This design comes from an exercise in tuning for small area and a short achievable clock period on the open sky130 flow, not from production work. Function was checked by simulation only, so behaviour that the tests miss may differ from the original.

Setup of old:
==> module core, before the edit <==
module core(clk,
            rst_n,
            mem_wen_D,
            mem_addr_D,
            mem_wdata_D,
            mem_rdata_D,
            mem_addr_I,
            mem_rdata_I
);
input         clk, rst_n;
output        mem_wen_D;
output [31:0] mem_addr_D;
output [31:0] mem_wdata_D;
input  [31:0] mem_rdata_D;
output [31:0] mem_addr_I;
input  [31:0] mem_rdata_I;
function [31:0] bswap;
    input [31:0] d;
    bswap = {d[7:0], d[15:8], d[23:16], d[31:24]};
endfunction
wire [31:0] inst = bswap(mem_rdata_I);
wire [4:0]  rs1  = inst[19:15];
wire [4:0]  rs2  = inst[24:20];
wire [4:0]  rd   = inst[11:7];
wire op_lw_n = inst[5];
wire op_sw   = ~inst[6] & inst[5] & ~inst[4];
wire op_beq  = inst[6] & ~inst[2];
wire op_jal  = inst[3];
wire op_jalr = inst[6] & inst[2] & ~inst[3];
wire op_link = inst[2];                       
wire reg_we  = inst[4] | ~inst[5] | inst[2];  
reg  [31:0] pc;
reg  [31:0] rf [1:31];
wire [32*32-1:0] rf_flat;
assign rf_flat[31:0] = 32'b0;
genvar g;
generate
    for (g = 1; g < 32; g = g + 1) begin : flat
        assign rf_flat[g*32 +: 32] = rf[g];
    end
endgenerate
wire [31:0] rdata1, rdata2;
wire [31:0] rdata2_a;              
wire [31:0] rd1_n0, rd1_n1;        
wire [31:0] unused_q;
rf_port rp1(.sel(rs1), .regs(rf_flat), .q(unused_q), .q2(rdata1), .n0(rd1_n0), .n1(rd1_n1));
rf_port rp2(.sel(rs2), .regs(rf_flat), .q(rdata2_a), .q2(rdata2), .n0(), .n1());
wire [31:0] imm_ls = {{21{inst[31]}}, inst[30:25], (inst[5] & ~inst[6]) ? inst[11:7] : inst[24:20]};
wire [31:0] addr;
ks_addr32 addr_add(.an0(rd1_n0), .an1(rd1_n1), .a(rdata1), .b(imm_ls), .s(addr));
wire        inv_b  = inst[30] | inst[13] | inst[6];    
wire [31:0] addsub;
ks_add32 #(.CI(1), .INV(0)) alu_add(.a(rdata1), .b(rdata2 ^ {32{inv_b}}), .ci(inv_b), .s(addsub));
wire        lt     = (rdata1[31] ^ rdata2[31]) ? rdata1[31] : addsub[31];
wire [31:0] pc4    = pc + 32'd4;
wire [31:0] imm_bj = inst[3] ? {{12{inst[31]}}, inst[19:12], inst[20], inst[30:21], 1'b0}
                             : {{20{inst[31]}}, inst[7], inst[30:25], inst[11:8], 1'b0};
wire [31:0] pc_tgt = pc + imm_bj;
wire        eq;
eq32 cmp(.a(rdata1), .b(rdata2), .eq(eq));
wire        to_tgt = op_jal | (op_beq & eq);
wire [31:0] pc_br  = to_tgt ? pc_tgt : pc4;
wire [31:0] pc_nxt = op_jalr ? {addr[31:1], 1'b0} : pc_br;
wire        r_op    = ~op_link & op_lw_n & ~inst[14];           
wire        sel_add = rst_n & r_op & ~inst[13];
wire        sel_slt = rst_n & r_op & inst[13];
wire [31:0] logic_r = inst[12] ? (rdata1 & rdata2) : (rdata1 | rdata2);
wire [31:0] rest    = {32{rst_n}} & (op_link ? pc4 :
                                    (~op_lw_n ? bswap(mem_rdata_D) :
                                    (inst[14] ? logic_r : 32'b0)));
wire [31:0] wdata_g;
g_ao221 wb0(.a1(addsub[0]), .a2(sel_add), .b1(lt), .b2(sel_slt), .c(rest[0]), .y(wdata_g[0]));
genvar w;
generate
    for (w = 1; w < 32; w = w + 1) begin : wb
        g_ao21 m(.a1(addsub[w]), .a2(sel_add), .b(rest[w]), .y(wdata_g[w]));
    end
endgenerate
always @(posedge clk) begin
    if (~rst_n) pc <= 32'b0;
    else        pc <= pc_nxt;
end
integer j;
always @(posedge clk) begin
    for (j = 1; j < 32; j = j + 1)
        if (~rst_n | (reg_we & (rd == j)))
            rf[j] <= wdata_g;
end
assign mem_addr_I  = pc;
assign mem_wen_D   = op_sw;
assign mem_addr_D  = addr;
assign mem_wdata_D = bswap(rdata2_a);
endmodule
==> module ks_addr32, before the edit <==
module ks_addr32(
    input  [31:0] an0,
    input  [31:0] an1,
    input  [31:0] a,
    input  [31:0] b,
    output [31:0] s
);
wire [31:0] g0, t0, p0;
ks_gt    gt(.an0(an0), .an1(an1), .b(b), .g(g0), .t(t0));
ks_xor #(.INV(0)) px(.a(a), .b(b), .inv(1'b0), .y(p0));
wire [31:0] gn1, pn1, g2, p2, gn3, pn3, g4, p4, gn5, pn5;
ks_lvl_n #(.D(1))  l1(.g(g0),  .p(t0),  .go(gn1), .po(pn1));
ks_lvl_p #(.D(2))  l2(.gn(gn1), .pn(pn1), .go(g2),  .po(p2));
ks_lvl_n #(.D(4))  l3(.g(g2),  .p(p2),  .go(gn3), .po(pn3));
ks_lvl_p #(.D(8))  l4(.gn(gn3), .pn(pn3), .go(g4),  .po(p4));
ks_lvl_n #(.D(16)) l5(.g(g4),  .p(p4),  .go(gn5), .po(pn5));
ks_sum #(.CI(0)) sm(.p(p0), .ci(1'b0), .cn(gn5), .s(s));
endmodule
clock: 11.5 ns
lec_check: 0
cap_margin: 20
core_margin: 2
core_utilization: 40
cts_cluster_diameter: 80
cts_cluster_size: 20
setup_slack_margin: 3.5
slew_margin: 20
synth_hierarchical: 1
synth_minimum_keep_size: 0
tns_end_percent: 100
standard.sh (not shown) runs the stock make flow with config.mk's settings and CLKGATE_MAP_FILE= SYNTH_SCRIPT=/design/flow/synth_recipe.tcl, a recipe that flattens the netlist after the stock synthesis.
==> flow/flow/run.sh <==
#!/bin/bash
# The standard layout, with the port buffers made as buf_4 instead of the
# default choice (a delay buffer). Runs in the standard flow's work folder.
set -euo pipefail
export BUFFER_PORTS_ARGS="-buffer_cell sky130_fd_sc_hd__buf_4"
bash standard.sh > standard.log 2>&1
old: all stages complete, timing, DRC and antenna checks passed
Edits applied to the flow inputs when going from old to new:
--- a/flow/design.v
+++ b/flow/design.v
@@ -47,7 +47,8 @@
 rf_port rp2(.sel(rs2), .regs(rf_flat), .q(rdata2_a), .q2(rdata2), .n0(), .n1());
 wire [31:0] imm_ls = {{21{inst[31]}}, inst[30:25], (inst[5] & ~inst[6]) ? inst[11:7] : inst[24:20]};
 wire [31:0] addr;
-ks_addr32 addr_add(.an0(rd1_n0), .an1(rd1_n1), .a(rdata1), .b(imm_ls), .s(addr));
+wire [31:0] addr_pc;    
+ks_addr32 addr_add(.an0(rd1_n0), .an1(rd1_n1), .a(rdata1), .b(imm_ls), .s(addr), .s2(addr_pc));
 wire        inv_b  = inst[30] | inst[13] | inst[6];    
 wire [31:0] addsub;
 ks_add32 #(.CI(1), .INV(0)) alu_add(.a(rdata1), .b(rdata2 ^ {32{inv_b}}), .ci(inv_b), .s(addsub));
@@ -60,7 +61,7 @@
 eq32 cmp(.a(rdata1), .b(rdata2), .eq(eq));
 wire        to_tgt = op_jal | (op_beq & eq);
 wire [31:0] pc_br  = to_tgt ? pc_tgt : pc4;
-wire [31:0] pc_nxt = op_jalr ? {addr[31:1], 1'b0} : pc_br;
+wire [31:0] pc_nxt = op_jalr ? {addr_pc[31:1], 1'b0} : pc_br;
 wire        r_op    = ~op_link & op_lw_n & ~inst[14];           
 wire        sel_add = rst_n & r_op & ~inst[13];
 wire        sel_slt = rst_n & r_op & inst[13];
@@ -113,7 +114,8 @@
     input  [31:0] an1,
     input  [31:0] a,
     input  [31:0] b,
-    output [31:0] s
+    output [31:0] s,
+    output [31:0] s2
 );
 wire [31:0] g0, t0, p0;
 ks_gt    gt(.an0(an0), .an1(an1), .b(b), .g(g0), .t(t0));
@@ -125,6 +127,7 @@
 ks_lvl_p #(.D(8))  l4(.gn(gn3), .pn(pn3), .go(g4),  .po(p4));
 ks_lvl_n #(.D(16)) l5(.g(g4),  .p(p4),  .go(gn5), .po(pn5));
 ks_sum #(.CI(0)) sm(.p(p0), .ci(1'b0), .cn(gn5), .s(s));
+ks_sum #(.CI(0)) sm2(.p(p0), .ci(1'b0), .cn(gn5), .s(s2));
 endmodule
 module ks_gt(
     input  [31:0] an0,
## What came out
new ended with every stage complete and zero timing, DRC or antenna violations.
Looking at core utilization across old and new, the one that comes out lower is old.
Between old and new, the time the worst path needs with I/O delays and setup is lower for new.
[compare] base=old new=new: worst hold slack fell 78 ps, mean area per synthesized cell held, total congestion overflow neither gained nor lost much, wire length of the first global-routing pass now sits higher.

## what the ideal ports hide
How much do the figures lean on ideal ports? The routed layouts below were timed once more, with nothing changed but the port constraints.
Step 1 (the two cells are an assumption about what drives the block):
set clk [get_ports {clk}]
set_driving_cell -lib_cell sky130_fd_sc_hd__clkbuf_16 $clk
set_driving_cell -lib_cell sky130_fd_sc_hd__buf_2 [delete_from_list [all_inputs] $clk]
Step 2 moves the port delays by t, midway between the first and last clock arrival at a register: inputs arrive t later, outputs are due t later. That takes back most of the time a late clock gives input paths.
Three values: ideal, step 1, step 2; two values: the first two.
run	shift t [ns]	setup WS [ns]	worst setup path at the end	slew at the worst register clock pin (ns)
old	0.760	3.472 / 3.429 / 3.115	input to register	0.10 / 0.10
new	0.754	3.491 / 3.452 / 2.978	input to register	0.09 / 0.09
After both steps every run listed still meets setup and hold. For new, which loses most, drivers alone change the setup slack by -0.039 ns; drivers and shift together by -0.513 ns.
